Background: an optimization exercise with open tools, aiming at small area. Do not read the settings as production practice. Function was checked by simulation only, so behaviour that the tests miss may differ from the original. The clock port is modelled as an ideal driver; clocking choices that lean on that would not hold on a real chip. Power is estimated from default activity; no workload was simulated.

$ cat flow/flow/area_s10.abc
strash
&get -n
&deepsyn -T 15 -S 10
&dch -f
&nf -R 1000 -F 8 -A 4 -p
&put
topo
stime -c
$ cat flow/flow/area_s9.abc
strash
&get -n
&deepsyn -T 15 -S 9
&dch -f
&nf -R 1000 -F 8 -A 4 -p
&put
topo
stime -c
$ cat flow/flow/area_s1.abc
strash
&get -n
&deepsyn -T 15 -S 1
&dch -f
&nf -R 1000 -F 8 -A 4 -p
&put
topo
stime -c
$ cat flow/flow/area_s0.abc
strash
&get -n
&deepsyn -T 15 -S 0
&dch -f
&nf -R 1000 -F 8 -A 4 -p
&put
topo
stime -c
$ cat flow/flow/area_s14.abc
strash
&get -n
&deepsyn -T 15 -S 14
&dch -f
&nf -R 1000 -F 8 -A 4 -p
&put
topo
stime -c
$ cat flow/flow/cts_post.tcl
# POST_CTS_TCL hook: the clock tree is built from clkbuf_4. Here, one at a
# time, the clkbuf_4 whose sinks would see the slowest clock edge
# (estimated from the placement) is swapped for a clkbuf_8, until no sink of
# a clkbuf_4 sees a slew above slew_up (flip-flop clock pins only: the
# limit is on them); then the placement is legalized.
set slew_up 0.105
proc clkbuf4_worst {} {
  set worst 0.0
  set worst_inst ""
  foreach inst [get_cells *] {
    if {[get_property $inst ref_name] ne "sky130_fd_sc_hd__clkbuf_4"} { continue }
    set out [get_pins -of_objects $inst -filter "direction == output"]
    set net [get_nets -of_objects $out]
    foreach pin [get_pins -of_objects $net -filter "direction == input"] {
      if {![string match */CLK [get_full_name $pin]]} { continue }
      set s [get_property $pin slew_max]
      if {$s > $worst} { set worst $s; set worst_inst $inst }
    }
  }
  return [list $worst_inst $worst]
}
set swapped 0
for {set n 0} {$n < 100} {incr n} {
  estimate_parasitics -placement
  lassign [clkbuf4_worst] inst worst
  if {$inst eq "" || $worst <= $slew_up} { break }
  puts "upsizing clock buffer [get_full_name $inst]: sink slew [format %.3f $worst] ns"
  replace_cell $inst sky130_fd_sc_hd__clkbuf_8
  incr swapped
}
puts "clock buffers upsized: $swapped"
if {$swapped > 0} {
  detailed_placement
  check_placement -verbose
  estimate_parasitics -placement
}
$ cat flow/flow/area_s3.abc
strash
&get -n
&deepsyn -T 15 -S 3
&dch -f
&nf -R 1000 -F 8 -A 4 -p
&put
topo
stime -c
$ cat flow/standard.sh
#!/bin/bash
# synth_recipe.tcl (not shown) runs the flow's synth.tcl, then flattens the netlist and writes it again
# the make line also repeats each setting of config.mk as NAME=value (left out here)
make -C /OpenROAD-flow-scripts/flow DESIGN_CONFIG=/design/flow/config.mk WORK_HOME=/design/flow/orfs CLKGATE_MAP_FILE= SYNTH_SCRIPT=/design/flow/synth_recipe.tcl "${@:-finish}"
$ cat flow/flow/area_s17.abc
strash
&get -n
&deepsyn -T 15 -S 17
&dch -f
&nf -R 1000 -F 8 -A 4 -p
&put
topo
stime -c
$ cat flow/flow/abc_pick.tcl
# Sourced before synth_recipe.tcl: the final technology mapping runs ABC once
# with each script in ABC_SCRIPTS (area-oriented: deep AIG restructuring
# with different random seeds, then area-first mapping) and keeps the
# smallest result. Only the combinational logic changes; the flip-flops are
# mapped before this step and keep their cells and names.
proc abc {args} {
  set i [lsearch $args -script]
  set j [lsearch $args -liberty]
  set lib [lindex $args [expr {$j + 1}]]
  yosys design -save pre_abc
  set best 1e18
  set k 0
  foreach script $::env(ABC_SCRIPTS) {
    yosys design -load pre_abc
    lset args [expr {$i + 1}] $script
    if {[catch {yosys abc {*}$args} err]} {
      puts "ABC candidate $k ($script) failed: $err"
      incr k
      continue
    }
    set rpt [yosys tee -q -s result.string stat -liberty $lib]
    set area 1e18
    regexp {Chip area for module [^:]*:\s*([0-9.eE+-]+)} $rpt -> area
    puts "ABC candidate $k ($script): area $area"
    if {$area < $best} {
      set best $area
      yosys design -save best_abc
    }
    incr k
  }
  yosys design -load best_abc
  puts "ABC best area $best"
}
$ cat flow/design.v
`timescale 1ns / 1ps
module clockdiv(
	input wire clk,
	input wire rst,
	output wire dclk,
	output wire segclk
	);
reg [1:0] phase;
localparam [17:0] INV = 18'h15555;
reg [17:0] st;
wire [17:0] sr = st ^ INV;
wire [17:0] sr_next = rst ? 18'd0 : {sr[16:0], sr[17] ^ sr[10] ^ (sr[16:0] == 17'd0)};
always @(posedge clk)
begin
	if (rst)
		phase <= 2'd0;
	else
		phase <= phase + 2'd1;
	st <= sr_next ^ INV;
end
assign segclk = (sr == 18'h02010);
assign dclk = (phase == 2'b01);
endmodule
`timescale 1ns / 1ps
module segdisplay(
	input wire clk,
	input wire rst,
	input wire segclk,
	output reg [6:0] seg,
	output reg [3:0] an
	);
always @(posedge clk)
begin
	if (rst)
		an <= 4'b1111;
	else if (segclk)
		an <= {an[0] & ~(an[3] & an[2] & an[1]), an[3:1]};
end
always @(*)
begin
	case (an)
		4'b0111: seg = 7'b1001000;  
		4'b1011: seg = 7'b0110000;  
		4'b1101: seg = 7'b1001100;  
		4'b1110: seg = 7'b0001010;  
		default: seg = 7'b1111111;
	endcase
end
endmodule
`timescale 1ns / 1ps
module debounce(
	input wire clk,
	input wire rst,
	input wire dclk,
	input wire btn,
	output wire fire
	);
localparam [10:0] SEED = 11'h001;   
localparam [10:0] TGT  = 11'h002;
localparam [10:0] CHK  = 11'h37b;   
localparam [10:0] INV = 11'h555;
reg [10:0] st;
wire [10:0] lfsr = st ^ INV;
assign fire = dclk & ((lfsr & CHK) == (TGT & CHK));
reg [10:0] nxt;
always @(*)
begin
	if (rst)
		nxt = 11'd0;
	else if (dclk & btn)
		nxt = SEED;
	else if (fire)
		nxt = 11'd0;
	else
		nxt = {lfsr[9:0], lfsr[10] ^ lfsr[8]};
end
always @(posedge clk)
	st <= nxt ^ INV;
endmodule
module vga640x480(
	input wire clk,			 
	input wire rst,			 
	input wire dclk,		 
	input wire btns,
	input wire btnu,
	input wire btnd,
	input wire btnl,
	input wire btnr,
	output wire hsync,		 
	output wire vsync,		 
	output wire [2:0] red,	 
	output wire [2:0] green,  
	output wire [1:0] blue	 
	);
reg [3:0] konami;
reg [2:0] winner;         
reg [1:0] currentPlayer;  
reg [3:0] cursor;
reg [31:0] board;         
wire [1:0] b0  = board[1:0];
wire [1:0] b1  = board[3:2];
wire [1:0] b2  = board[5:4];
wire [1:0] b3  = board[7:6];
wire [1:0] b4  = board[9:8];
wire [1:0] b5  = board[11:10];
wire [1:0] b6  = board[13:12];
wire [1:0] b7  = board[15:14];
wire [1:0] b8  = board[17:16];
wire [1:0] b9  = board[19:18];
wire [1:0] b10 = board[21:20];
wire [1:0] b11 = board[23:22];
wire [1:0] b12 = board[25:24];
wire [1:0] b13 = board[27:26];
wire [1:0] b14 = board[29:28];
wire [1:0] b15 = board[31:30];
wire r0 = b0  != 0 & b0  == b1  & b1  == b2  & b2  == b3;
wire r1 = b4  != 0 & b4  == b5  & b5  == b6  & b6  == b7;
wire r2 = b8  != 0 & b8  == b9  & b9  == b10 & b10 == b11;
wire r3 = b12 != 0 & b12 == b13 & b13 == b14 & b14 == b15;
wire c0 = b0 != 0 & b0 == b4 & b4 == b8  & b8  == b12;
wire c1 = b1 != 0 & b1 == b5 & b5 == b9  & b9  == b13;
wire c2 = b2 != 0 & b2 == b6 & b6 == b10 & b10 == b14;
wire c3 = b3 != 0 & b3 == b7 & b7 == b11 & b11 == b15;
wire d0 = b0 != 0 & b0 == b5 & b5 == b10 & b10 == b15;
wire d1 = b3 != 0 & b3 == b6 & b6 == b9  & b9  == b11;
wire line = r0 | r1 | r2 | r3 | c0 | c1 | c2 | c3 | d0 | d1;
wire full = b0 != 0 & b1 != 0 & b2 != 0 & b3 != 0 & b4 != 0 & b5 != 0 & b6 != 0 & b7 != 0
          & b8 != 0 & b9 != 0 & b10 != 0 & b11 != 0 & b12 != 0 & b13 != 0 & b14 != 0 & b15 != 0;
wire [1:0] nextPlayer = {~(currentPlayer[1] & currentPlayer[0]), currentPlayer[1]};
wire fs, fu, fd, fl, fr;
debounce DS(.clk(clk), .rst(rst), .dclk(dclk), .btn(btns), .fire(fs));
debounce DU(.clk(clk), .rst(rst), .dclk(dclk), .btn(btnu), .fire(fu));
debounce DD(.clk(clk), .rst(rst), .dclk(dclk), .btn(btnd), .fire(fd));
debounce DL(.clk(clk), .rst(rst), .dclk(dclk), .btn(btnl), .fire(fl));
debounce DR(.clk(clk), .rst(rst), .dclk(dclk), .btn(btnr), .fire(fr));
integer i;
always @(posedge clk) begin
	if (rst) begin
		konami <= 0;
		winner <= 0;
		currentPlayer <= 1;
		cursor <= 0;
		board <= 0;
	end
	else begin
		if (fs) begin
			if (winner != 0) begin
				konami <= 0;
				winner <= 0;
				currentPlayer <= 1;
				cursor <= 0;
				board <= 0;
			end
			else begin
				currentPlayer <= nextPlayer;
				if (konami[3])   
					winner <= {1'b0, currentPlayer};
				else begin
					for (i = 0; i < 16; i = i + 1)
						if (cursor == i && board[2*i +: 2] == 2'd0)
							board[2*i +: 2] <= currentPlayer;
					if (line)
						winner <= {1'b0, currentPlayer};
					else if (full)
						winner <= 3'd4;
				end
			end
		end
		if (fu) begin
			if (cursor[3:2] != 2'd0) begin
				cursor[3:2] <= cursor[3:2] - 2'd1;
				cursor[1:0] <= cursor[1:0];
			end
			konami <= (konami[3:1] == 3'd0) ? konami + 4'd1 : 4'd0;
		end
		if (fd) begin
			if (cursor[3:2] != 2'd3) begin
				cursor[3:2] <= cursor[3:2] + 2'd1;
				cursor[1:0] <= cursor[1:0];
			end
			konami <= (konami[3:1] == 3'd1) ? konami + 4'd1 : 4'd0;
		end
		if (fl) begin
			if (cursor[1:0] != 2'd0) begin
				cursor[1:0] <= cursor[1:0] - 2'd1;
				cursor[3:2] <= cursor[3:2];
			end
			konami <= (konami[2] & ~konami[0]) ? konami + 4'd1 : 4'd0;
		end
		if (fr) begin
			if (cursor[1:0] != 2'd3) begin
				cursor[1:0] <= cursor[1:0] + 2'd1;
				cursor[3:2] <= cursor[3:2];
			end
			konami <= (konami[2] & konami[0]) ? konami + 4'd1 : 4'd0;
		end
	end
end
reg [2:0] hcol;
reg [2:0] hsub;
reg [4:0] hlo;
reg [2:0] vrow;
reg [6:0] vpos;
wire hloEnd = &hlo;
wire hEnd = hsub[2] & hloEnd;                       
wire lineEnd = hcol[2] & (hsub == 3'd0) & (hlo == 5'd15);   
wire vEnd = vrow[2] ? (vpos[5] & vpos[3]) : (vpos[6] & vpos[5] & vpos[4] & vpos[2] & vpos[1] & vpos[0]);
wire hStep = dclk;
wire hWrap = dclk & hEnd;
wire vStep = dclk & lineEnd;
wire vWrap = vStep & vEnd;
always @(posedge clk)
begin
	if (rst) begin
		hcol <= 3'd4;
		hsub <= 3'd0;
		hlo <= 5'd16;
		vrow <= 3'd4;
		vpos <= 7'd10;
	end
	else begin
		hlo <= hlo + {4'd0, hStep};
		hsub <= (hWrap) ? 3'd0 : hsub + {2'd0, hStep & hloEnd};
		hcol <= (hWrap & hcol[2]) ? 3'd0 : hcol + {2'd0, hWrap};
		vpos <= vWrap ? 7'd0 : vpos + {6'd0, vStep};
		vrow <= (vWrap & vrow[2]) ? 3'd0 : vrow + {2'd0, vWrap};
	end
end
assign hsync = ~(hcol[2] & ((hsub == 3'd0 & hlo[4]) | hsub == 3'd1 | hsub == 3'd2 | (hsub == 3'd3 & ~hlo[4])));
assign vsync = ~(vrow[2] & (vpos[5:1] == 5'd5));   
wire grid = (hcol[1:0] != 2'd0 & hsub == 3'd0 & hlo < 5'd5) | (vrow[1:0] != 2'd0 & vpos < 7'd5);
wire lit = ~hcol[2] & ~vrow[2] & ~grid;
wire curHit = hcol[1:0] == cursor[1:0] & vrow[1:0] == cursor[3:2]
            & hsub == 3'd2 & hlo >= 5'd11 & hlo < 5'd21     
            & vpos >= 7'd55 & vpos < 7'd65;
wire [1:0] cellv = board[{vrow[1:0], hcol[1:0], 1'b0} +: 2];
reg R, G, B;
always @(*)
begin
	if (winner != 0) begin
		R = winner[1] & ~winner[0];
		G = winner[1] & winner[0];
		B = ~winner[1] & winner[0];
	end
	else if (curHit) begin
		R = 1'b1;
		G = 1'b1;
		B = 1'b1;
	end
	else begin
		R = cellv == 2'd1;
		G = cellv == 2'd2;
		B = cellv == 2'd3;
	end
end
assign red   = {R & lit, R & lit, lit};
assign green = {G & lit, G & lit, lit};
assign blue  = {B & lit, lit};
endmodule
`timescale 1ns / 1ps
module NERP_demo_top(
	input wire clk,			 
	input wire rst,			 
	input wire btns,
	input wire btnu,
	input wire btnd,
	input wire btnl,
	input wire btnr,
	output wire [6:0] seg,	 
	output wire [3:0] an,	 
	output wire dp,			 
	output wire [2:0] red,	 
	output wire [2:0] green, 
	output wire [1:0] blue,	 
	output wire hsync,		 
	output wire vsync			 
	);
wire segclk;
wire dclk;
assign dp = 1;
clockdiv U1(
	.clk(clk),
	.rst(rst),
	.segclk(segclk),
	.dclk(dclk)
	);
segdisplay U2(
	.clk(clk),
	.rst(rst),
	.segclk(segclk),
	.seg(seg),
	.an(an)
	);
vga640x480 U3(
	.clk(clk),
	.rst(rst),
	.dclk(dclk),
	.btns(btns),
	.btnu(btnu),
	.btnd(btnd),
	.btnl(btnl),
	.btnr(btnr),
	.hsync(hsync),
	.vsync(vsync),
	.red(red),
	.green(green),
	.blue(blue)
	);
endmodule
$ cat flow/flow/area_s2.abc
strash
&get -n
&deepsyn -T 15 -S 2
&dch -f
&nf -R 1000 -F 8 -A 4 -p
&put
topo
stime -c
$ cat flow/flow/run.sh
#!/bin/bash
# The standard layout (standard.sh), with these changes:
# - synthesis: synth_recipe.tcl unchanged, but its final ABC mapping is
#   replaced by the smallest of several area-oriented ABC runs
#   (flow/abc_pick.tcl, flow/area_s*.abc);
# - clock tree: TritonCTS with clkbuf_4 and no dummy loads; clock buffers
#   whose sinks would see too slow a clock edge become clkbuf_8
#   (flow/cts_post.tcl);
# - port buffers: buf_1.
# Each tool's output goes to standard.log here and to ORFS's own logs
# under orfs/logs.
set -euo pipefail
HERE=$(pwd)
printf 'source %s\nsource %s\n' "$HERE/flow/abc_pick.tcl" "$HERE/synth_recipe.tcl" > "$HERE/synth_area.tcl"
export ABC_SCRIPTS="$(ls "$HERE"/flow/area_s*.abc | tr '\n' ' ')"
bash standard.sh \
  "SYNTH_SCRIPT=$HERE/synth_area.tcl" \
  "CTS_ARGS=-sink_clustering_enable -repair_clock_nets -dont_use_dummy_load -buf_list sky130_fd_sc_hd__clkbuf_4" \
  "POST_CTS_TCL=$HERE/flow/cts_post.tcl" \
  "BUFFER_PORTS_ARGS=-buffer_cell sky130_fd_sc_hd__buf_1" \
  finish > standard.log 2>&1
$ cat flow/constraint.sdc
create_clock -name core_clock -period 10.0 [get_ports {clk}]
set_input_delay 2.0000 -clock core_clock [delete_from_list [all_inputs] [get_ports {clk}]]
set_output_delay 2.0000 -clock core_clock [all_outputs]
set_load 0.01 [all_outputs]
$ cat flow/config.mk
export PLATFORM = sky130hd
export DESIGN_NAME = NERP_demo_top
export DESIGN_NICKNAME = NERP_demo_top
export VERILOG_FILES = /design/flow/design.v
export SDC_FILE = /design/flow/constraint.sdc
export NUM_CORES = 4
export LEC_CHECK = 0
export CAP_MARGIN = 20
export CORE_MARGIN = 2
export CORE_UTILIZATION = 65
export SLEW_MARGIN = 20
$ cat flow/flow/area_s18.abc
strash
&get -n
&deepsyn -T 15 -S 18
&dch -f
&nf -R 1000 -F 8 -A 4 -p
&put
topo
stime -c
$ cat flow/flow/area_s5.abc
strash
&get -n
&deepsyn -T 15 -S 5
&dch -f
&nf -R 1000 -F 8 -A 4 -p
&put
topo
stime -c
$ cat flow/flow/area_s7.abc
strash
&get -n
&deepsyn -T 15 -S 7
&dch -f
&nf -R 1000 -F 8 -A 4 -p
&put
topo
stime -c
$ cat flow/flow/area_s11.abc
strash
&get -n
&deepsyn -T 15 -S 11
&dch -f
&nf -R 1000 -F 8 -A 4 -p
&put
topo
stime -c
==> impl_metrics.ini, run 1 <==
[finish]
fillerInstances = 687
drive_gt1_share_pct = 2.740
antenna_cells = 0
nets = 760
seqCellArea_um2 = 2903
syn_to_final_growth_pct = 6.010
design_area_um2 = 6334
multi_input_area_um2 = 2974

[routing]
viasPerCell = 6.285
wire_per_inst_um = 16.32
drc = 0
wl_um = 13680
drt_iter0_drc = 413
antenna_left = 0
first_pass_iters = 7
route.vias.total = 5267

[setup_path]
worst_path_max_delay_cell = dfxtp_1
path_delay_family = compound AO/OA/AOI/OAI gates
cp_data_required_time_ns = 8.00
critPathBufInv = 2
r2r_end = U3.board[25]
worst_path_most_repeated_cell = o22ai_1
r2r-start = U3.winner[2]
criticalPathCategory = reg2out
path_cells = nor2_1 > clkinv_1 > o22ai_1 > o21bai_1 > o22ai_1 > a31oi_1 > nor2b_1 > o21ai_0 > a21oi_1 > buf_1
r2r_slack_ns = 6.88
startpoint_type = flop
timing.critical_path.from = U3.hcol[1]
crit_end = green[1]
crit_fanout = 13
crit_cells = 10
cp.arrival_ns = 2.91
critPathMaxStageDelay_ns = 0.42
reg2reg_depth = 7
worst_setup_path_end_kind = primary output

[timing]
fin_ws_ns = 5.093
whs_ns = 0.3567
slew_viol_final = 0
worst_slew_pin_slew_ns = 0.7284
setup_tns_ns = 0
fin_crit_ns = 4.907
finalClockSkew_ns = 0.03369
finalHoldViolations = 0
setup_viol = 0
fmax_mhz = 203.8
rsz0062_at_grt = false
maxSlewHeadroom_pct = 51.06
min_period_over_period_pct = 49.07

[die]
die_width_um = 99.87
dieHeight_um = 99.87
start_util_pct = 67.85
coreArea_um2 = 8806
ioPinCount = 29
dieArea_um2 = 9974
rows = 34

[synth]
synthCells = 692
synth_area_leaders = dfxtp_1 49%, nand2_1 7.5%, nor2_1 5.5%
avgSynthCellArea_um2 = 8.634
synth_most_common_cell = dfxtp_1
dominantRegCellSynth = dfxtp_1
syn_nets = 720
post-synth-top-area-fraction_pct = 48.59
yosys.area.top_type = dfxtp_1
ys_types = 52
synth_commonest_cells = 145 x dfxtp_1, 119 x nand2_1, 87 x nor2_1
ys_seq_elements = 145
syn_area_um2 = 5974
synth_edf_count = 0
ys_seq_area_share_pct = 48.59
async_reset_ff_share_pct = 0
yosysWarnings = 4

[place]
hpwl_um = 10040
placed_cell_area_um2 = 6170
io_buffers = 27
place_ws_ns = 5.315
gp_congestion = 1.079

[pwr]
ir_worst_vdd_v = 0.0001485
cellPowerDensity_nw_per_um2 = 138.6
p_leak_nw = 2.360

[clock_network]
clk_latency_ns = 0.51
path_clk_slew_ns = 0.10
cts.sinks = 145
tritoncts = yes

[grt]
antenna_found_initial = 0
grt_pass1_wl_um = 23120
grt_pass1_vias = 5004
grt_max_degree = 51
gr-total-overflow = 0
grt_use_total_pct = 28.83

[hold_path]
hp-start = U3.DR.st[1]
whs_path_depth = 1
hold_path.class = reg2reg

[job]
maxCapViolCount = 0

[run_status]
status = finished clean
cell type report:
class / count / area share, %
timing repair buffer: 28 / 1.738
clock buffer: 17 / 2.509
inverter: 14 / 0.8297
tap: 108 / 2.134
multi-input combinational: 526 / 46.96
sequential: 145 / 45.83
how the worst min path moves through the flow:
stage,endpoint,slack (ns)
after floorplan,U3.DD.st[8],0.34
after global placement,U3.DD.st[8],0.35
after detailed placement,U3.DD.st[8],0.35
after global routing,U3.DR.st[2],0.38
final,U3.DR.st[2],0.36
cells by family (layout without fill, tap and decap cells):
kind of cell	Yosys count	after routing	share of synthesized area, %
simple gates	354	354	28.63
flops	145	145	48.59
fa+ha+maj	22	22	4.565
mux	1	1	0.1675
buf+inv	21	59	1.759
compound gates	134	134	14.18
xor+xnor	14	14	2.052
other cells	1	1	0.06277
layout by cell type, fill, tap and decap left out, types with 3 or more instances in the layout:
| cell | n |
|---|---|
| dfxtp_1 | 145 |
| nand2_1 | 119 |
| nor2_1 | 86 |
| o21ai_0 | 49 |
| buf_1 | 26 |
| a21oi_1 | 24 |
| ha_1 | 21 |
| nand3_1 | 20 |
| nand4_1 | 20 |
| nor4_1 | 16 |
| nand2b_1 | 16 |
| nor2b_1 | 15 |
| clkinv_1 | 14 |
| nor3_1 | 13 |
| or4_1 | 12 |
| clkbuf_4 | 12 |
| and2_0 | 10 |
| a22oi_1 | 8 |
| xor2_1 | 7 |
| xnor2_1 | 7 |
| a31oi_1 | 6 |
| a21boi_0 | 5 |
| nor4bb_1 | 5 |
| and3_1 | 5 |
| o22ai_1 | 5 |
| clkbuf_8 | 5 |
| or3_1 | 4 |
| nand3b_1 | 4 |
| a22o_1 | 4 |
| a41oi_1 | 4 |
| a2111oi_0 | 3 |
| a222oi_1 | 3 |
| o21bai_1 | 3 |
| o221ai_1 | 3 |
| o22a_1 | 3 |
| a21o_1 | 3 |
metrics by stage:
step	total power [mW]	utilization, %	std cells
after floorplan	0.6177	-	692
after global placement	0.6266	70.06	821
after detailed placement	0.6278	70.06	821
after global routing	0.9134	71.92	838
final	0.8778	71.92	838
power breakdown:
group	total, mW	internal [mW]	switching, mW
Combinational	0.0299	0.00977	0.0202
Sequential	0.585	0.582	0.00320
Clock	0.263	0.0987	0.164
flip-flops by register name, indices dropped and copies added (netlist names):
name	flops
U2.an	4
U3.DS.st	11
U1.st	18
U3.winner	3
U3.board	32
U3.vpos	7
U3.currentPlayer	2
U3.vrow	3
U3.hcol	3
U3.konami	4
U3.DR.st	11
U3.DD.st	11
U1.phase	2
U3.cursor	4
U3.hlo	5
U3.DL.st	11
U3.hsub	3
U3.DU.st	11
metal layers:
layer / up-vias / part of all wire, % / global-route usage (%)
met3: 44 / 7.9 / 6.755
met4: 0 / 2.9 / 10.12
met5: - / 0 / 0
li1: 2541 / - / -
met2: 259 / 48 / 49.32
met1: 2423 / 42 / 35.80
==> inputs of run 2 (changes only) <==
==> flow/flow/run.sh (replaced) <==
#!/bin/bash
# The standard layout (standard.sh), with these changes:
# - synthesis: synth_recipe.tcl unchanged, but its final ABC mapping is
#   replaced by the smallest of several area-oriented ABC runs
#   (flow/abc_pick.tcl, flow/area_s*.abc); if that fails, the flow runs
#   again with the standard flow's synthesis unchanged;
# - clock tree: TritonCTS with clkbuf_4 and no dummy loads; clock buffers
#   whose sinks would see too slow a clock edge become clkbuf_8
#   (flow/cts_post.tcl);
# - port buffers: buf_1.
# Each tool's output goes to standard.log here and to ORFS's own logs
# under orfs/logs.
set -euo pipefail
HERE=$(pwd)
printf 'source %s\nsource %s\n' "$HERE/flow/abc_pick.tcl" "$HERE/synth_recipe.tcl" > "$HERE/synth_area.tcl"
export ABC_SCRIPTS="$(ls "$HERE"/flow/area_s*.abc | tr '\n' ' ')"
STD_ARGS=(
  "CTS_ARGS=-sink_clustering_enable -repair_clock_nets -dont_use_dummy_load -buf_list sky130_fd_sc_hd__clkbuf_4"
  "POST_CTS_TCL=$HERE/flow/cts_post.tcl"
  "BUFFER_PORTS_ARGS=-buffer_cell sky130_fd_sc_hd__buf_1"
)
if ! bash standard.sh "SYNTH_SCRIPT=$HERE/synth_area.tcl" "${STD_ARGS[@]}" finish > standard.log 2>&1; then
  # fall back to the standard flow's own synthesis script if the area synthesis failed
  mv standard.log standard_failed.log
  rm -rf "$HERE/orfs" "$HERE/out/final.def"
  bash standard.sh "${STD_ARGS[@]}" finish > standard.log 2>&1
fi
==> flow/flow/area_s0.abc (replaced) <==
strash
&get -n
&deepsyn -T 15 -S 0
&dch -f
&nf -R 1000 -F 8 -A 4 -p
&put
mfs3 -a
topo
stime -c
==> flow/flow/area_s1.abc (replaced) <==
strash
&get -n
&deepsyn -T 15 -S 1
&dch -f
&nf -R 1000 -F 8 -A 4 -p
&put
mfs3 -a
topo
stime -c
==> flow/flow/area_s10.abc (replaced) <==
strash
&get -n
&deepsyn -T 15 -S 10
&dch -f
&nf -R 1000 -F 8 -A 4 -p
&put
mfs3 -a
topo
stime -c
==> flow/flow/area_s11.abc (replaced) <==
strash
&get -n
&deepsyn -T 15 -S 11
&dch -f
&nf -R 1000 -F 8 -A 4 -p
&put
mfs3 -a
topo
stime -c
==> flow/flow/area_s14.abc (replaced) <==
strash
&get -n
&deepsyn -T 15 -S 14
&dch -f
&nf -R 1000 -F 8 -A 4 -p
&put
mfs3 -a
topo
stime -c
==> flow/flow/area_s17.abc (replaced) <==
strash
&get -n
&deepsyn -T 15 -S 17
&dch -f
&nf -R 1000 -F 8 -A 4 -p
&put
mfs3 -a
topo
stime -c
==> flow/flow/area_s18.abc (replaced) <==
strash
&get -n
&deepsyn -T 15 -S 18
&dch -f
&nf -R 1000 -F 8 -A 4 -p
&put
mfs3 -a
topo
stime -c
==> flow/flow/area_s2.abc (replaced) <==
strash
&get -n
&deepsyn -T 15 -S 2
&dch -f
&nf -R 1000 -F 8 -A 4 -p
&put
mfs3 -a
topo
stime -c
==> flow/flow/area_s3.abc (replaced) <==
strash
&get -n
&deepsyn -T 15 -S 3
&dch -f
&nf -R 1000 -F 8 -A 4 -p
&put
mfs3 -a
topo
stime -c
==> flow/flow/area_s5.abc (replaced) <==
strash
&get -n
&deepsyn -T 15 -S 5
&dch -f
&nf -R 1000 -F 8 -A 4 -p
&put
mfs3 -a
topo
stime -c
==> flow/flow/area_s7.abc (replaced) <==
strash
&get -n
&deepsyn -T 15 -S 7
&dch -f
&nf -R 1000 -F 8 -A 4 -p
&put
mfs3 -a
topo
stime -c
==> flow/flow/area_s9.abc (replaced) <==
strash
&get -n
&deepsyn -T 15 -S 9
&dch -f
&nf -R 1000 -F 8 -A 4 -p
&put
mfs3 -a
topo
stime -c
==> impl_metrics.ini, run 2 <==
[run_status]
status = finished clean

[grt]
grt_pass1_vias = 5202
grt_pass1_wl_um = 24800
grt_max_degree = 57
grt_use_total_pct = 28.10
antenna_found_initial = 0
grt_use_met1_pct = 36.80
use_met3_pct = 7.018
gr-total-overflow = 0
grtUsageMet2_pct = 44.12
top_usage_layer = met2

[routing]
drc = 0
wire_per_inst_um = 16.39
viasPerCell = 6.241
first_pass_iters = 5
route.vias.total = 5523
antenna_left = 0
wl_um = 14500
drt_iter0_drc = 503

[finish]
nets = 782
drive_gt1_share_pct = 5.452
final_common_cell = dfxtp_1
largest_reg_flops = 32
syn_to_final_growth_pct = 3.436
stdcell_count = 885
design_area_um2 = 6780
top_regs = U3.board x32, U1.st x18
regMostFlops = U3.board
layout.cells.most_common_list = 145 x dfxtp_1, 97 x nor2_1, 89 x nand2_1
antenna_cells = 0
fin_util_pct = 69.37

[die]
coreArea_um2 = 9774
rows = 36
dieHeight_um = 104.4
ioPinCount = 29
start_util_pct = 67.06
die_width_um = 104.4
dieArea_um2 = 10900

[synth]
synth_commonest_cells = 145 x dfxtp_1, 97 x nor2_1, 89 x nand2_1
async_reset_ff_share_pct = 0
synth_edf_count = 0
avgSynthCellArea_um2 = 8.694
synth_most_common_cell = dfxtp_1
syn_area_um2 = 6555
synthCells = 754
ys_seq_area_share_pct = 44.28
dominantRegCellSynth = dfxtp_1
post-synth-top-area-fraction_pct = 44.28
syn_nets = 782
synth_area_leaders = dfxtp_1 44%, nor2_1 5.6%, nand2_1 5.1%
ys_types = 63
yosys.area.top_type = dfxtp_1
yosysWarnings = 4
ys_seq_elements = 145

[setup_path]
r2r_end = U3.konami[2]
worst_setup_path_end_kind = primary output
worst_path_max_delay_cell = dfxtp_1
startpoint_type = flop
path_cells = mux4_2 > mux2_2 > o21ai_1 > a221oi_1 > nor3_1 > buf_1
cp.arrival_ns = 2.78
r2r-start = U1.phase[0]
crit_fanout = 9
criticalPathCategory = reg2out
critPathMaxStageDelay_ns = 0.62
cp_data_required_time_ns = 8.00
r2r_slack_ns = 6.72
reg2reg_depth = 7

[pwr]
switching_share_pct = 22.03
netSwitchingPower_uw = 193.8
cellPowerDensity_nw_per_um2 = 129.7
power.internal_uw = 685.9
power_uw = 879.6
ir_worst_vdd_v = 0.0001492
p_leak_nw = 2.567
combPwrFrac_pct = 3.6
clkPwrFrac_pct = 29.9
pwr-share-seq_pct = 66.5

[clock_network]
tritoncts = yes
clk_latency_ns = 0.54
cts.sinks = 145
path_clk_slew_ns = 0.10

[timing]
setup_tns_ns = 0
worst_slew_pin_slew_ns = 0.9857
rsz0062_at_grt = false
finalClockSkew_ns = 0.03566
fin_crit_ns = 4.785
maxSlewHeadroom_pct = 34.09
setup_viol = 0
finalHoldViolations = 0
fmax_mhz = 209.0
min_period_over_period_pct = 47.85
slew_viol_final = 0

[hold_path]
hold_path.class = reg2reg
holdPathEnd = U3.DR.st[3]
whs_path_depth = 1
hp-start = U3.DR.st[2]

[place]
io_buffers = 27
gp_congestion = 0.9936
hpwl_um = 10470
placed_cell_area_um2 = 6628
dp_cells = 868

[job]
maxCapViolCount = 0
## run 2: logic make-up after synthesis
family	synth area share, %
flip-flops	44.28
AO/OA/AOI/OAI	12.08
adder cells (fa/ha/maj)	4.008
buffers and inverters	4.886
other	0.05721
AND/OR/NAND/NOR	27.56
multiplexers	4.314
XOR/XNOR	2.806
## run 2: metrics by stage
step                hold slack (ns)  setup slack (ns)
floorplan                    0.3434             5.865
global placement             0.3485             5.782
detailed placement           0.3484             5.748
global route                 0.3490             5.043
finish                       0.3509             5.215
## run 2: worst max-delay path, delay by kind of cell (launching register included)
kind,cells,cell delay (ns)
compound gates,2,0.35
buf+inv,1,0.18
flops,1,0.62
mux,2,0.83
simple gates,1,0.27
## run 2: power by group through the flow
stage / registers [mW] / logic, mW / clock network, mW
3_5_place_dp: 0.598 / 0.0314 / 0
5_1_grt: 0.586 / 0.0363 / 0.296
2_1_floorplan: 0.597 / 0.0245 / 0
6_report: 0.585 / 0.0315 / 0.263
3_3_place_gp: 0.598 / 0.0308 / 0
## run 2: cell type report
type / instances / area, um^2
clock buffers: 17 / 152.6
fillers: 844 / 2994
inverters: 29 / 108.9
well taps: 133 / 166.4
multi-input cells: 532 / 3332
repair buffers: 29 / 117.6
flip-flops and latches: 145 / 2903
## run 2: per-layer routing
metal / vias up / share of wire, %
met5: - / 0
met4: 0 / 2.5
met3: 37 / 7.6
met2: 226 / 46
met1: 2586 / 44
li1: 2674 / -
## run 2: worst max path at each step
stage / from / endpoint / slack, ns / cells after the start
after floorplan: U3.hcol[1] / green[2] / 5.87 / 7
after global routing: U3.hcol[1] / green[1] / 5.04 / 6
final: U3.hcol[1] / green[2] / 5.22 / 6
after global placement: rst / U3.board[24] / 5.78 / 6
after detailed placement: rst / U3.board[29] / 5.75 / 6
==> inputs of run 3 (changes only) <==
==> flow/flow/area_s20.abc (new file) <==
strash
&get -n
&deepsyn -T 15 -S 20
&dch -f
&nf -R 1000 -F 8 -A 4 -p
&put
mfs3 -a
topo
stime -c
==> flow/flow/area_s21.abc (new file) <==
strash
&get -n
&deepsyn -T 15 -S 21
&dch -f
&nf -R 1000 -F 8 -A 4 -p
&put
mfs3 -a
topo
stime -c
==> flow/flow/area_s22.abc (new file) <==
strash
&get -n
&deepsyn -T 15 -S 22
&dch -f
&nf -R 1000 -F 8 -A 4 -p
&put
mfs3 -a
topo
stime -c
==> flow/flow/area_s23.abc (new file) <==
strash
&get -n
&deepsyn -T 15 -S 23
&dch -f
&nf -R 1000 -F 8 -A 4 -p
&put
mfs3 -a
topo
stime -c
==> flow/flow/area_s24.abc (new file) <==
strash
&get -n
&deepsyn -T 15 -S 24
&dch -f
&nf -R 1000 -F 8 -A 4 -p
&put
mfs3 -a
topo
stime -c
==> flow/flow/area_s25.abc (new file) <==
strash
&get -n
&deepsyn -T 15 -S 25
&dch -f
&nf -R 1000 -F 8 -A 4 -p
&put
mfs3 -a
topo
stime -c
==> flow/flow/area_s26.abc (new file) <==
strash
&get -n
&deepsyn -T 15 -S 26
&dch -f
&nf -R 1000 -F 8 -A 4 -p
&put
mfs3 -a
topo
stime -c
==> flow/flow/area_s27.abc (new file) <==
strash
&get -n
&deepsyn -T 15 -S 27
&dch -f
&nf -R 1000 -F 8 -A 4 -p
&put
mfs3 -a
topo
stime -c
==> flow/flow/area_s28.abc (new file) <==
strash
&get -n
&deepsyn -T 15 -S 28
&dch -f
&nf -R 1000 -F 8 -A 4 -p
&put
mfs3 -a
topo
stime -c
==> flow/flow/area_s29.abc (new file) <==
strash
&get -n
&deepsyn -T 15 -S 29
&dch -f
&nf -R 1000 -F 8 -A 4 -p
&put
mfs3 -a
topo
stime -c
==> flow/flow/area_s30.abc (new file) <==
strash
&get -n
&deepsyn -T 15 -S 30
&dch -f
&nf -R 1000 -F 8 -A 4 -p
&put
mfs3 -a
topo
stime -c
==> flow/flow/area_s31.abc (new file) <==
strash
&get -n
&deepsyn -T 15 -S 31
&dch -f
&nf -R 1000 -F 8 -A 4 -p
&put
mfs3 -a
topo
stime -c
==> impl_metrics.ini, run 3 <==
[finish]
syn_to_final_growth_pct = 3.436
multi_input_area_um2 = 3332
nets = 782
antenna_cells = 0
final_common_cell = dfxtp_1
drive_gt1_share_pct = 5.452
seqCellArea_um2 = 2903
top_regs = U3.board x32, U1.st x18
regMostFlops = U3.board
layout.cells.most_common_list = 145 x dfxtp_1, 97 x nor2_1, 89 x nand2_1
design_area_um2 = 6780
largest_reg_flops = 32
fillerInstances = 844

[timing]
setup_viol = 0
slew_viol_final = 0
fin_ws_ns = 5.215
whs_ns = 0.3509
finalClockSkew_ns = 0.03566
worst_slew_pin_slew_ns = 0.9857
setup_tns_ns = 0
fmax_mhz = 209.0
min_period_over_period_pct = 47.85
fin_crit_ns = 4.785
maxSlewHeadroom_pct = 34.09
rsz0062_at_grt = false
finalHoldViolations = 0

[grt]
gr-total-overflow = 0
antenna_found_initial = 0
grt_pass1_vias = 5202
grt_pass1_wl_um = 24800
grt_use_total_pct = 28.10
grt_max_degree = 57

[synth]
yosysWarnings = 4
ys_seq_elements = 145
synth_edf_count = 0
async_reset_ff_share_pct = 0
synth_commonest_cells = 145 x dfxtp_1, 97 x nor2_1, 89 x nand2_1
post-synth-top-area-fraction_pct = 44.28
syn_nets = 782
syn_area_um2 = 6555
synth_most_common_cell = dfxtp_1
synthCells = 754
ys_types = 63
dominantRegCellSynth = dfxtp_1
yosys.area.top_type = dfxtp_1
avgSynthCellArea_um2 = 8.694
synth_area_leaders = dfxtp_1 44%, nor2_1 5.6%, nand2_1 5.1%
ys_seq_area_share_pct = 44.28

[clock_network]
path_clk_slew_ns = 0.10
cts.sinks = 145
tritoncts = yes
clk_latency_ns = 0.54

[setup_path]
startpoint_type = flop
cp_data_required_time_ns = 8.00
cp.arrival_ns = 2.78
worst_setup_path_end_kind = primary output
criticalPathCategory = reg2out
crit_fanout = 9

[job]
maxCapViolCount = 0

[die]
dieArea_um2 = 10900
die_width_um = 104.4
start_util_pct = 67.06
dieHeight_um = 104.4
coreArea_um2 = 9774
ioPinCount = 29
rows = 36

[routing]
antenna_left = 0
drc = 0
drt_iter0_drc = 503
wire_per_inst_um = 16.39
viasPerCell = 6.241
wl_um = 14500
first_pass_iters = 5
route.vias.total = 5523

[pwr]
power_uw = 879.6
p_leak_nw = 2.567
ir_worst_vdd_v = 0.0001492
cellPowerDensity_nw_per_um2 = 129.7

[place]
gp_congestion = 0.9936
place_ws_ns = 5.748
io_buffers = 27
hpwl_um = 10470
placed_cell_area_um2 = 6628

[run_status]
status = finished clean

[hold_path]
hold_path.class = reg2reg
==> run 3: path summary, 6_finish.rpt <==
check	start	end	slack [ns]	depth (start not counted)
setup / recovery	U3.hcol[1]	green[2]	5.22	6
hold / removal	U3.DR.st[2]	U3.DR.st[3]	0.35	1
setup reg to reg	U1.phase[0]	U3.konami[2]	6.72	7
hold reg to reg	U3.DR.st[2]	U3.DR.st[3]	0.35	1
==> run 3: worst max-delay path, stage by stage, from the launching register on <==
cell	delay (ns)
dfxtp_1	0.62
mux4_2	0.56
mux2_2	0.27
o21ai_1	0.23
a221oi_1	0.12
nor3_1	0.27
buf_1	0.18
==> run 3: report_power, final <==
group	switching, mW	internal [mW]
combinational	0.0215	0.00993
sequential	0.00317	0.582
clock	0.169	0.0941
==> run 3: area by class of cell <==
cell class | count | area share, %
sequential | 145 | 42.81
tap | 133 | 2.454
clock buffer | 17 | 2.251
multi-input combinational | 532 | 49.14
timing repair buffer | 29 | 1.735
inverter | 29 | 1.605
==> run 3: metrics by stage <==
step	util, %	instances
after detailed placement	67.81	868
after global placement	67.81	868
after floorplan	-	754
after global routing	69.37	885
final	69.37	885
==> run 3: logic make-up (layout without fill, tap and decap cells) <==
family	count (synthesis)	after routing	synth area share, %
xor+xnor	21	21	2.806
buf+inv	77	75	4.886
mux	18	18	4.314
other cells	1	1	0.05721
simple gates	351	351	27.56
compound gates	120	120	12.08
fa+ha+maj	21	21	4.008
flops	145	145	44.28
==> run 3: routing by layer <==
metal / global-route usage (%) / wire length (um) / part of all wire, %
met1: 36.80 / 6398 / 44
met2: 44.12 / 6634 / 46
met3: 7.018 / 1107 / 7.6
met4: 12.16 / 360 / 2.5
met5: 0 / 0 / 0
==> inputs of run 4 (changes only) <==
==> flow/flow/run.sh (replaced) <==
#!/bin/bash
# The standard layout (standard.sh), with these changes:
# - synthesis: synth_recipe.tcl unchanged, but its final ABC mapping is
#   replaced by the smallest of several area-oriented ABC runs
#   (flow/abc_pick.tcl, flow/area*_s*.abc); if ABC crashes, the flow runs
#   again with fewer scripts, and at last with the standard flow's synthesis unchanged;
# - clock tree: TritonCTS with clkbuf_4 and no dummy loads; clock buffers
#   whose sinks would see too slow a clock edge become clkbuf_8
#   (flow/cts_post.tcl);
# - port buffers: buf_1.
# Each tool's output goes to standard_N.log here (N = attempt) and to ORFS's own logs
# under orfs/logs.
set -euo pipefail
HERE=$(pwd)
printf 'source %s\nsource %s\n' "$HERE/flow/abc_pick.tcl" "$HERE/synth_recipe.tcl" > "$HERE/synth_area.tcl"
STD_ARGS=(
  "CTS_ARGS=-sink_clustering_enable -repair_clock_nets -dont_use_dummy_load -buf_list sky130_fd_sc_hd__clkbuf_4"
  "POST_CTS_TCL=$HERE/flow/cts_post.tcl"
  "BUFFER_PORTS_ARGS=-buffer_cell sky130_fd_sc_hd__buf_1"
)
# ABC itself can crash on some inputs, which stops Yosys; then try again
# with fewer candidate scripts, and at last with the standard flow's synthesis unchanged.
attempt=0
for scripts in "$(ls "$HERE"/flow/area*_s*.abc | tr '\n' ' ')" \
               "$(ls "$HERE"/flow/area_s*.abc | tr '\n' ' ')" \
               ""; do
  attempt=$((attempt + 1))
  rm -rf "$HERE/orfs" "$HERE/out/final.def"
  if [[ -n "$scripts" ]]; then
    if ABC_SCRIPTS="$scripts" bash standard.sh "SYNTH_SCRIPT=$HERE/synth_area.tcl" "${STD_ARGS[@]}" \
        finish > "standard_$attempt.log" 2>&1; then
      exit 0
    fi
  else
    bash standard.sh "${STD_ARGS[@]}" finish > "standard_$attempt.log" 2>&1
    exit 0
  fi
done
==> flow/flow/area2_s20.abc (new file) <==
strash
&get -n
&deepsyn -T 15 -S 20
&dch -f
&nf -R 1000 -F 8 -A 4 -p
&put
topo
stime -c
==> flow/flow/area2_s21.abc (new file) <==
strash
&get -n
&deepsyn -T 15 -S 21
&dch -f
&nf -R 1000 -F 8 -A 4 -p
&put
topo
stime -c
==> flow/flow/area2_s22.abc (new file) <==
strash
&get -n
&deepsyn -T 15 -S 22
&dch -f
&nf -R 1000 -F 8 -A 4 -p
&put
topo
stime -c
==> flow/flow/area2_s23.abc (new file) <==
strash
&get -n
&deepsyn -T 15 -S 23
&dch -f
&nf -R 1000 -F 8 -A 4 -p
&put
topo
stime -c
==> flow/flow/area2_s24.abc (new file) <==
strash
&get -n
&deepsyn -T 15 -S 24
&dch -f
&nf -R 1000 -F 8 -A 4 -p
&put
topo
stime -c
==> flow/flow/area2_s25.abc (new file) <==
strash
&get -n
&deepsyn -T 15 -S 25
&dch -f
&nf -R 1000 -F 8 -A 4 -p
&put
topo
stime -c
==> flow/flow/area2_s26.abc (new file) <==
strash
&get -n
&deepsyn -T 15 -S 26
&dch -f
&nf -R 1000 -F 8 -A 4 -p
&put
topo
stime -c
==> flow/flow/area2_s27.abc (new file) <==
strash
&get -n
&deepsyn -T 15 -S 27
&dch -f
&nf -R 1000 -F 8 -A 4 -p
&put
topo
stime -c
==> flow/flow/area2_s28.abc (new file) <==
strash
&get -n
&deepsyn -T 15 -S 28
&dch -f
&nf -R 1000 -F 8 -A 4 -p
&put
topo
stime -c
==> flow/flow/area2_s29.abc (new file) <==
strash
&get -n
&deepsyn -T 15 -S 29
&dch -f
&nf -R 1000 -F 8 -A 4 -p
&put
topo
stime -c
==> flow/flow/area2_s30.abc (new file) <==
strash
&get -n
&deepsyn -T 15 -S 30
&dch -f
&nf -R 1000 -F 8 -A 4 -p
&put
topo
stime -c
==> flow/flow/area2_s31.abc (new file) <==
strash
&get -n
&deepsyn -T 15 -S 31
&dch -f
&nf -R 1000 -F 8 -A 4 -p
&put
topo
stime -c
==> flow/flow/area_s0.abc (replaced) <==
strash
&get -n
&deepsyn -T 15 -S 0
&dch -f
&nf -R 1000 -F 8 -A 4 -p
&put
topo
stime -c
==> flow/flow/area_s1.abc (replaced) <==
strash
&get -n
&deepsyn -T 15 -S 1
&dch -f
&nf -R 1000 -F 8 -A 4 -p
&put
topo
stime -c
==> flow/flow/area_s10.abc (replaced) <==
strash
&get -n
&deepsyn -T 15 -S 10
&dch -f
&nf -R 1000 -F 8 -A 4 -p
&put
topo
stime -c
==> flow/flow/area_s11.abc (replaced) <==
strash
&get -n
&deepsyn -T 15 -S 11
&dch -f
&nf -R 1000 -F 8 -A 4 -p
&put
topo
stime -c
==> flow/flow/area_s14.abc (replaced) <==
strash
&get -n
&deepsyn -T 15 -S 14
&dch -f
&nf -R 1000 -F 8 -A 4 -p
&put
topo
stime -c
==> flow/flow/area_s17.abc (replaced) <==
strash
&get -n
&deepsyn -T 15 -S 17
&dch -f
&nf -R 1000 -F 8 -A 4 -p
&put
topo
stime -c
==> flow/flow/area_s18.abc (replaced) <==
strash
&get -n
&deepsyn -T 15 -S 18
&dch -f
&nf -R 1000 -F 8 -A 4 -p
&put
topo
stime -c
==> flow/flow/area_s2.abc (replaced) <==
strash
&get -n
&deepsyn -T 15 -S 2
&dch -f
&nf -R 1000 -F 8 -A 4 -p
&put
topo
stime -c
==> flow/flow/area_s3.abc (replaced) <==
strash
&get -n
&deepsyn -T 15 -S 3
&dch -f
&nf -R 1000 -F 8 -A 4 -p
&put
topo
stime -c
==> flow/flow/area_s5.abc (replaced) <==
strash
&get -n
&deepsyn -T 15 -S 5
&dch -f
&nf -R 1000 -F 8 -A 4 -p
&put
topo
stime -c
==> flow/flow/area_s7.abc (replaced) <==
strash
&get -n
&deepsyn -T 15 -S 7
&dch -f
&nf -R 1000 -F 8 -A 4 -p
&put
topo
stime -c
==> flow/flow/area_s9.abc (replaced) <==
strash
&get -n
&deepsyn -T 15 -S 9
&dch -f
&nf -R 1000 -F 8 -A 4 -p
&put
topo
stime -c
removed: flow/flow/area_s20.abc
removed: flow/flow/area_s21.abc
removed: flow/flow/area_s22.abc
removed: flow/flow/area_s23.abc
removed: flow/flow/area_s24.abc
removed: flow/flow/area_s25.abc
removed: flow/flow/area_s26.abc
removed: flow/flow/area_s27.abc
removed: flow/flow/area_s28.abc
removed: flow/flow/area_s29.abc
removed: flow/flow/area_s30.abc
removed: flow/flow/area_s31.abc
==> impl_metrics.ini, run 4 <==
[finish]
regMostFlops = U3.board
largest_reg_flops = 32
antenna_cells = 0
nets = 760
design_area_um2 = 6334
syn_to_final_growth_pct = 6.010
stdcell_count = 838
final_common_cell = dfxtp_1
top_regs = U3.board x32, U1.st x18
layout.cells.most_common_list = 145 x dfxtp_1, 119 x nand2_1, 86 x nor2_1
drive_gt1_share_pct = 2.740

[timing]
maxSlewHeadroom_pct = 51.06
finalClockSkew_ns = 0.03369
fin_crit_ns = 4.907
finalHoldViolations = 0
min_period_over_period_pct = 49.07
rsz0062_at_grt = false
fin_ws_ns = 5.093
fmax_mhz = 203.8
setup_tns_ns = 0
worst_slew_pin_slew_ns = 0.7284
slew_viol_final = 0
setup_viol = 0

[setup_path]
critPathBufInv = 2
path_cells = nor2_1 > clkinv_1 > o22ai_1 > o21bai_1 > o22ai_1 > a31oi_1 > nor2b_1 > o21ai_0 > a21oi_1 > buf_1
worst_path_most_repeated_cell = o22ai_1
critPathMaxStageDelay_ns = 0.42
worst_path_max_delay_cell = dfxtp_1
worst_setup_path_end_kind = primary output
cp.arrival_ns = 2.91
criticalPathCategory = reg2out
path_delay_family = compound AO/OA/AOI/OAI gates
cp_data_required_time_ns = 8.00
crit_fanout = 13
startpoint_type = flop

[die]
dieHeight_um = 99.87
coreArea_um2 = 8806
rows = 34
die_width_um = 99.87
ioPinCount = 29
dieArea_um2 = 9974
start_util_pct = 67.85

[pwr]
power_uw = 877.8
clkPwrFrac_pct = 30.0
cellPowerDensity_nw_per_um2 = 138.6
ir_worst_vdd_v = 0.0001485
p_leak_nw = 2.360
power.internal_uw = 690.2
netSwitchingPower_uw = 187.5
switching_share_pct = 21.37
pwr-share-seq_pct = 66.6
combPwrFrac_pct = 3.4

[place]
hpwl_um = 10040
place_ws_ns = 5.315
io_buffers = 27
gp_congestion = 1.079
dp_cells = 821
placed_cell_area_um2 = 6170

[synth]
avgSynthCellArea_um2 = 8.634
synth_edf_count = 0
synth_area_leaders = dfxtp_1 49%, nand2_1 7.5%, nor2_1 5.5%
ys_seq_elements = 145
synth_most_common_cell = dfxtp_1
ys_seq_area_share_pct = 48.59
dominantRegCellSynth = dfxtp_1
ys_types = 52
yosysWarnings = 4
synthCells = 692
synth_commonest_cells = 145 x dfxtp_1, 119 x nand2_1, 87 x nor2_1
yosys.area.top_type = dfxtp_1
syn_area_um2 = 5974
syn_nets = 720
async_reset_ff_share_pct = 0
post-synth-top-area-fraction_pct = 48.59

[clock_network]
clk_latency_ns = 0.51
path_clk_slew_ns = 0.10
cts.sinks = 145
tritoncts = yes

[routing]
antenna_left = 0
viasPerCell = 6.285
drt_iter0_drc = 413
wl_um = 13680
drc = 0
wire_per_inst_um = 16.32
route.vias.total = 5267
first_pass_iters = 7

[hold_path]
hold_path.class = reg2reg

[grt]
grt_pass1_wl_um = 23120
grt_use_total_pct = 28.83
grt_max_degree = 51
antenna_found_initial = 0
gr-total-overflow = 0
grt_pass1_vias = 5004

[run_status]
status = finished clean

[job]
maxCapViolCount = 0
## run 4: worst paths after layout
kind                            slack, ns         start      endpoint  cells after the start
worst min register to register       0.36   U3.DR.st[1]   U3.DR.st[2]                      1
worst max-delay path                 5.09    U3.hcol[1]      green[1]                     10
worst max register to register       6.88  U3.winner[2]  U3.board[25]                      7
worst min-delay path                 0.36   U3.DR.st[1]   U3.DR.st[2]                      1
## run 4: per-stage QoR
step	hold WS, ns	utilization (%)
after floorplan	0.3434	-
after global placement	0.3476	70.06
after detailed placement	0.3530	70.06
after global routing	0.3751	71.92
final	0.3567	71.92
## run 4: power groups by stage
stage	Sequential [mW]	Combinational [mW]	Clock, mW
after global routing	0.586	0.0340	0.294
final	0.585	0.0299	0.263
after global placement	0.598	0.0283	0
after floorplan	0.598	0.0201	0
after detailed placement	0.598	0.0293	0
## run 4: worst register-to-register path, stage by stage (launching register included)
cell and delay, ns:
dfxtp_1 0.38, nor3_1 0.51, nor3_1 0.25, nor2_4 0.57
nand2_1 0.25, nor3b_1 0.66, nand2_1 0.21, o21ai_0 0.22
## run 4: kinds of logic after synthesis
family	after synthesis	share of synthesized area, %
xor gates and xnor gates	14	2.052
adders and majority gates	22	4.565
AOI/OAI and AO/OA	134	14.18
buffers and inverters	21	1.759
and+or+nand+nor	354	28.63
muxes	1	0.1675
DFF	145	48.59
other	1	0.06277
## run 4: final cells by class
cell class,instances,area (um^2)
clock buffers,17,158.9
fillers,687,2472
inverters,14,52.55
multi-input cells,526,2974
flip-flops and latches,145,2903
well taps,108,135.1
repair buffers,28,110.1
## run 4: per-layer routing
layer / up-vias / share of wire [%] / track usage [%]
met1: 2423 / 42 / 35.80
met5: - / 0 / 0
met3: 44 / 7.9 / 6.755
met2: 259 / 48 / 49.32
met4: 0 / 2.9 / 10.12
li1: 2541 / - / -
==> inputs of run 5 (changes only) <==
==> flow/flow/run.sh (replaced) <==
#!/bin/bash
# The standard layout (standard.sh), with these changes:
# - synthesis: synth_recipe.tcl unchanged, but its final ABC mapping is
#   replaced by the smallest of several area-oriented ABC runs
#   (flow/abc_pick.tcl; the ABC scripts are written below): deep AIG
#   restructuring (&deepsyn, one run per random seed), then area-first
#   mapping, in the first attempt some also followed by mfs3 (don't-care
#   based area recovery). ABC can crash on some inputs, which stops Yosys;
#   then the flow runs again with other scripts, and at last with the standard flow's
#   synthesis unchanged;
# - clock tree: TritonCTS with clkbuf_4 and no dummy loads; clock buffers
#   whose sinks would see too slow a clock edge become clkbuf_8
#   (flow/cts_post.tcl);
# - port buffers: buf_1.
# Each tool's output goes to standard_N.log here (N = attempt) and to ORFS's
# own logs under orfs/logs.
set -euo pipefail
HERE=$(pwd)
printf 'source %s\nsource %s\n' "$HERE/flow/abc_pick.tcl" "$HERE/synth_recipe.tcl" > "$HERE/synth_area.tcl"

# abc_script SEED TAIL: writes an ABC script and prints its path
abc_script() {
  local f="$HERE/abc/s$1$2.abc"
  mkdir -p "$HERE/abc"
  {
    printf 'strash\n&get -n\n&deepsyn -T 15 -S %s\n&dch -f\n' "$1"
    printf '&nf -R 1000 -F 8 -A 4 -p\n&put\n'
    if [[ "$2" == "_mfs" ]]; then printf 'mfs3 -a\n'; fi
    printf 'topo\nstime -c\n'
  } > "$f"
  printf '%s ' "$f"
}
FIRST=""
for s in 9 14 20 21 22 23 24 25 26 27 28 29 30 31; do FIRST+=$(abc_script $s _mfs); done
for s in 9 14 29; do FIRST+=$(abc_script $s ""); done
SECOND=""
for s in 0 1 2 3 5 7 9 10 11 14 17 18 20 21 22 23 24 25 26 27 28 29 30 31; do SECOND+=$(abc_script $s ""); done

STD_ARGS=(
  "CTS_ARGS=-sink_clustering_enable -repair_clock_nets -dont_use_dummy_load -buf_list sky130_fd_sc_hd__clkbuf_4"
  "POST_CTS_TCL=$HERE/flow/cts_post.tcl"
  "BUFFER_PORTS_ARGS=-buffer_cell sky130_fd_sc_hd__buf_1"
)
attempt=0
for scripts in "$FIRST" "$SECOND" ""; do
  attempt=$((attempt + 1))
  rm -rf "$HERE/orfs" "$HERE/out/final.def"
  if [[ -n "$scripts" ]]; then
    if ABC_SCRIPTS="$scripts" bash standard.sh "SYNTH_SCRIPT=$HERE/synth_area.tcl" "${STD_ARGS[@]}" \
        finish > "standard_$attempt.log" 2>&1; then
      exit 0
    fi
  else
    bash standard.sh "${STD_ARGS[@]}" finish > "standard_$attempt.log" 2>&1
    exit 0
  fi
done
removed: flow/flow/area2_s20.abc
removed: flow/flow/area2_s21.abc
removed: flow/flow/area2_s22.abc
removed: flow/flow/area2_s23.abc
removed: flow/flow/area2_s24.abc
removed: flow/flow/area2_s25.abc
removed: flow/flow/area2_s26.abc
removed: flow/flow/area2_s27.abc
removed: flow/flow/area2_s28.abc
removed: flow/flow/area2_s29.abc
removed: flow/flow/area2_s30.abc
removed: flow/flow/area2_s31.abc
removed: flow/flow/area_s0.abc
removed: flow/flow/area_s1.abc
removed: flow/flow/area_s10.abc
removed: flow/flow/area_s11.abc
removed: flow/flow/area_s14.abc
removed: flow/flow/area_s17.abc
removed: flow/flow/area_s18.abc
removed: flow/flow/area_s2.abc
removed: flow/flow/area_s3.abc
removed: flow/flow/area_s5.abc
removed: flow/flow/area_s7.abc
removed: flow/flow/area_s9.abc
==> impl_metrics.ini, run 5 <==
[synth]
yosys.area_share.simple_pct = 27.98
synth_top_family_by_area = simple AND/OR/NAND/NOR gates
synthAdderAreaFrac_pct = 4.596
synth_most_common_cell = dfxtp_1
synth_compound_area_share_pct = 14.29
synth_area_leaders = dfxtp_1 49%, nand2_1 7.0%, nor2_1 5.6%
ys_types = 47
synth_xor_area_share_pct = 1.919
syn_area_um2 = 5934
synthCells = 696
ys_seq_area_share_pct = 48.91
synth_edf_count = 0
avgSynthCellArea_um2 = 8.526
ys_seq_elements = 145
yosys.area.top_type = dfxtp_1
post-synth-top-area-fraction_pct = 48.91
synth_commonest_cells = 145 x dfxtp_1, 110 x nand2_1, 89 x nor2_1
syn_nets = 724
muxShareOfSynthArea_pct = 0.5271
async_reset_ff_share_pct = 0
dominantRegCellSynth = dfxtp_1
yosysWarnings = 4

[finish]
layout.cells.most_common_list = 145 x dfxtp_1, 110 x nand2_1, 89 x nor2_1
fin_util_pct = 71.60
antenna_cells = 0
final_common_cell = dfxtp_1
stdcell_count = 844
drive_gt1_share_pct = 2.989
syn_to_final_growth_pct = 6.241
largest_reg_flops = 32
top_regs = U3.board x32, U1.st x18
nets = 766
regMostFlops = U3.board

[die]
ioPinCount = 29
start_util_pct = 67.39
die_width_um = 99.55
dieHeight_um = 99.55
rows = 34
coreArea_um2 = 8806
dieArea_um2 = 9910

[setup_path]
worst_path_max_delay_cell = a2111oi_0
startpoint_type = flop
criticalPathCategory = reg2out
r2r-start = U3.winner[2]
cp_data_required_time_ns = 8.00
worst_path_most_repeated_cell = nor3_1
crit_fanout = 6
reg2reg_depth = 6
critPathMaxStageDelay_ns = 0.68
r2r_end = U3.winner[1]
worst_setup_path_end_kind = primary output
path_cells = clkinv_1 > a22o_1 > a2111oi_0 > nor2b_1 > nor3_1 > nor3_1 > buf_1
r2r_slack_ns = 7.28
cp.arrival_ns = 2.83

[pwr]
power_uw = 888.1
switching_share_pct = 22.28
power.internal_uw = 690.2
cellPowerDensity_nw_per_um2 = 140.9
pwr-share-seq_pct = 65.9
ir_worst_vdd_v = 0.0001219
combPwrFrac_pct = 3.4
p_leak_nw = 2.361
clkPwrFrac_pct = 30.7
netSwitchingPower_uw = 197.9

[hold_path]
hp-start = U3.DD.st[2]
hold_path.class = reg2reg
holdPathEnd = U3.DD.st[3]
whs_path_depth = 1

[timing]
maxSlewHeadroom_pct = 49.11
finalHoldViolations = 0
min_period_over_period_pct = 48.34
finalClockSkew_ns = 0.02759
fin_crit_ns = 4.834
whs_ns = 0.3689
fmax_mhz = 206.9
setup_viol = 0
setup_tns_ns = 0
worst_slew_pin_slew_ns = 0.7441
slew_viol_final = 0
rsz0062_at_grt = false

[place]
hpwl_um = 9677
gp_congestion = 0.9457
io_buffers = 27
dp_cells = 827

[routing]
wire_per_inst_um = 15.95
first_pass_iters = 7
route.vias.total = 5199
viasPerCell = 6.160
drc = 0
wl_um = 13460
drt_iter0_drc = 400
antenna_left = 0

[run_status]
status = finished clean

[grt]
grt_pass1_vias = 4851
grt_use_total_pct = 28.42
grt_pass1_wl_um = 22600
gr-total-overflow = 0
grt_max_degree = 53
antenna_found_initial = 0

[clock_network]
path_clk_slew_ns = 0.09
tritoncts = yes
clk_latency_ns = 0.53
cts.sinks = 145

[job]
maxCapViolCount = 0
==> run 5: how the worst max path moves through the flow <==
| stage | start | to | slack [ns] | depth (start not counted) |
|---|---|---|---|---|
| after global routing | U3.cursor[2] | red[1] | 4.91 | 7 |
| final | U3.cursor[2] | red[2] | 5.17 | 7 |
| after floorplan | U3.hcol[1] | red[2] | 5.98 | 8 |
| after global placement | U3.hcol[1] | red[1] | 5.88 | 8 |
| after detailed placement | U3.hlo[3] | red[2] | 5.82 | 8 |
==> run 5: logic make-up after synthesis <==
logic type,count (synthesis)
fa+ha+maj,22
buf+inv,20
other cells,1
simple gates,348
flops,145
compound gates,144
xor+xnor,13
mux,3
==> run 5: cell type report <==
| cell class | instances | area, um^2 |
|---|---|---|
| Clock buffer | 17 | 158.9 |
| Fill cell | 719 | 2501 |
| Inverter | 13 | 48.80 |
| Multi-Input combinational cell | 531 | 2934 |
| Sequential cell | 145 | 2903 |
| Tap cell | 108 | 135.1 |
| Timing Repair Buffer | 30 | 125.1 |
==> run 5: power groups by stage <==
stage                     Clock (mW)  Combinational (mW)  Sequential, mW
final                          0.273              0.0302           0.585
after global routing           0.303              0.0347           0.586
after detailed placement           0              0.0300           0.598
after floorplan                    0              0.0202           0.598
after global placement             0              0.0290           0.598
==> run 5: critical path, delay by kind of cell (launching register included) <==
family                 cells  cell delay (ns)
AO/OA/AOI/OAI              2             0.91
buffers and inverters      2             0.38
flip-flops                 1             0.47
AND/OR/NAND/NOR            3             0.55
==> run 5: through the flow <==
stage	setup slack, ns	cell area (um^2)
after floorplan	5.982	5934
after global placement	5.881	6146
after detailed placement	5.817	6146
after global routing	4.910	6305
final	5.167	6305
==> run 5: metal layers <==
metal / part of all wire [%] / track usage, % / up-vias
met5: 0 / 0 / -
met4: 3.0 / 12.75 / 0
met3: 8.4 / 7.027 / 45
met2: 46 / 46.00 / 229
met1: 43 / 36.07 / 2372
li1: - / - / 2553
==> inputs of run 6 (changes only) <==
--- a/flow/flow/run.sh
+++ b/flow/flow/run.sh
@@ -31,7 +31,7 @@
   printf '%s ' "$f"
 }
 FIRST=""
-for s in 9 14 20 21 22 23 24 25 26 27 28 29 30 31; do FIRST+=$(abc_script $s _mfs); done
+for s in 9 14 20 21 22 23 24 25 26 27 28 29 30 31 33 36 40 46; do FIRST+=$(abc_script $s _mfs); done
 for s in 9 14 29; do FIRST+=$(abc_script $s ""); done
 SECOND=""
 for s in 0 1 2 3 5 7 9 10 11 14 17 18 20 21 22 23 24 25 26 27 28 29 30 31; do SECOND+=$(abc_script $s ""); done
==> impl_metrics.ini, run 6 <==
[finish]
multi_input_area_um2 = 2920
fillerInstances = 698
seqCellArea_um2 = 2903
layout.cells.most_common_list = 145 x dfxtp_1, 125 x nand2_1, 81 x nor2_1
drive_gt1_share_pct = 3.014
antenna_cells = 0
nets = 760
syn_to_final_growth_pct = 6.440
largest_reg_flops = 32
regMostFlops = U3.board
top_regs = U3.board x32, U1.st x18
final_common_cell = dfxtp_1

[setup_path]
startpoint_type = flop
r2r-start = U1.phase[0]
critPathBufInv = 2
path_delay_family = compound AO/OA/AOI/OAI gates
worst_path_max_delay_cell = dfxtp_1
crit_fanout = 6
critPathMaxStageDelay_ns = 0.42
worst_path_most_repeated_cell = a21oi_1
worst_setup_path_end_kind = primary output
cp.arrival_ns = 2.81
cp_data_required_time_ns = 8.00
path_cells = or2_0 > clkinv_1 > a222oi_1 > and3_1 > a21oi_1 > o21ai_0 > nand2_1 > a21oi_1 > a21oi_1 > nor2_1 > buf_1
criticalPathCategory = reg2out
timing.critical_path.from = U3.hcol[1]

[die]
rows = 34
dieArea_um2 = 9896
ioPinCount = 29
coreArea_um2 = 8763
dieHeight_um = 99.48
die_width_um = 99.48
start_util_pct = 67.62

[clock_network]
cts.sinks = 145
clk_latency_ns = 0.53
tritoncts = yes
path_clk_slew_ns = 0.10

[timing]
setup_tns_ns = 0
min_period_over_period_pct = 48.11
setup_viol = 0
finalClockSkew_ns = 0.02588
whs_ns = 0.3684
finalHoldViolations = 0
fmax_mhz = 207.9
slew_viol_final = 0
maxSlewHeadroom_pct = 28.59
fin_crit_ns = 4.811
rsz0062_at_grt = false
worst_slew_pin_slew_ns = 1.062

[routing]
wire_per_inst_um = 16.47
drc = 0
first_pass_iters = 6
route.vias.total = 5292
viasPerCell = 6.315
drt_iter0_drc = 408
wl_um = 13800
antenna_left = 0

[hold_path]
hold_path.class = reg2reg
hp-start = U3.DD.st[3]

[job]
maxCapViolCount = 0

[place]
gp_congestion = 0.9459
hpwl_um = 9920
io_buffers = 27

[synth]
dominantRegCellSynth = dfxtp_1
avgSynthCellArea_um2 = 8.576
post-synth-top-area-fraction_pct = 48.99
ys_seq_area_share_pct = 48.99
synth_edf_count = 0
syn_nets = 719
ys_seq_elements = 145
yosysWarnings = 4
ys_types = 48
synth_area_leaders = dfxtp_1 49%, nand2_1 7.9%, nor2_1 5.1%
synthCells = 691
syn_area_um2 = 5926
yosys.area.top_type = dfxtp_1
async_reset_ff_share_pct = 0
synth_commonest_cells = 145 x dfxtp_1, 125 x nand2_1, 81 x nor2_1
synth_most_common_cell = dfxtp_1

[pwr]
combPwrFrac_pct = 3.6
cellPowerDensity_nw_per_um2 = 142.1
ir_worst_vdd_v = 0.00009869
p_leak_nw = 2.315
netSwitchingPower_uw = 197.4
power.internal_uw = 698.6
switching_share_pct = 22.03
pwr-share-seq_pct = 65.3
clkPwrFrac_pct = 31.1

[grt]
use_met3_pct = 5.762
gr-total-overflow = 0
grt_max_degree = 38
grt_use_met1_pct = 36.78
grt_pass1_wl_um = 23050
grtUsageMet2_pct = 49.06
grt_use_total_pct = 28.79
grt_pass1_vias = 5039
antenna_found_initial = 0
top_usage_layer = met2

[run_status]
status = finished clean
==> run 6: through the flow <==
stage	worst slack (ns)	instance area, um^2	utilization (%)	std cells	total power, mW
after global placement	5.901	6136	70.02	821	0.6290
after detailed placement	5.788	6136	70.02	821	0.6307
after floorplan	5.793	5926	-	691	0.6192
after global routing	4.921	6307	71.97	838	0.9277
final	5.189	6307	71.97	838	0.8961
==> run 6: final cells by class <==
class / instances / area share [%]
clock buffers: 17 / 2.718
inverters: 16 / 0.9522
flip-flops and latches: 145 / 46.02
well taps: 108 / 2.142
multi-input cells: 523 / 46.30
repair buffers: 29 / 1.865
==> run 6: routing by layer <==
metal | vias to the layer above | routed length, um
met4 | 0 | 281
met2 | 239 | 6516
met1 | 2464 | 5847
met5 | - | 0
met3 | 38 | 1152
li1 | 2551 | -
==> run 6: worst paths after layout <==
check,slack (ns),end,cells past startpoint
setup / recovery,5.19,green[1],11
hold / removal,0.37,U3.DD.st[4],1
setup reg to reg,6.84,U3.board[10],7
hold reg to reg,0.37,U3.DD.st[4],1
==> run 6: power groups by stage <==
stage	Sequential [mW]	Combinational [mW]	Clock, mW
after floorplan	0.598	0.0214	0
after global placement	0.599	0.0305	0
after detailed placement	0.599	0.0319	0
after global routing	0.586	0.0369	0.305
final	0.585	0.0322	0.278
==> run 6: kinds of logic (layout without fill, tap and decap cells) <==
group,Yosys count,count (layout),synth area share [%]
AO/OA/AOI/OAI,135,135,14.25
XOR/XNOR,15,15,2.217
adder cells (fa/ha/maj),22,22,4.603
buffers and inverters,23,62,1.900
flip-flops,145,145,48.99
other,1,1,0.06328
AND/OR/NAND/NOR,350,350,27.98

-- separate check: timing with driven ports --
In the flow no input, the clock included, has a driving cell. The finished layouts below were timed again as built, in two steps.
Step 1: set_driving_cell puts a clkbuf_16 on clk and a buf_2 on each other input, an assumption about the parent block.
Step 2, shift: input delay + t, output delay - t, t = (earliest + latest rising clock arrival at the registers) / 2. This alone moves slack from input paths to output paths.
Slacks: no drivers / after step 1 / after step 2; pairs: no drivers / after step 1.
run	shift t [ns]	setup WS [ns]
run 1	0.524	5.093 / 5.062 / 5.586
run 2	0.560	5.215 / 5.182 / 5.739
run 3	0.560	5.215 / 5.182 / 5.739
run 4	0.524	5.093 / 5.062 / 5.586
run 5	0.554	5.166 / 5.136 / 5.690
run 6	0.546	5.189 / 5.157 / 5.703
After both steps every run listed still meets setup and hold.
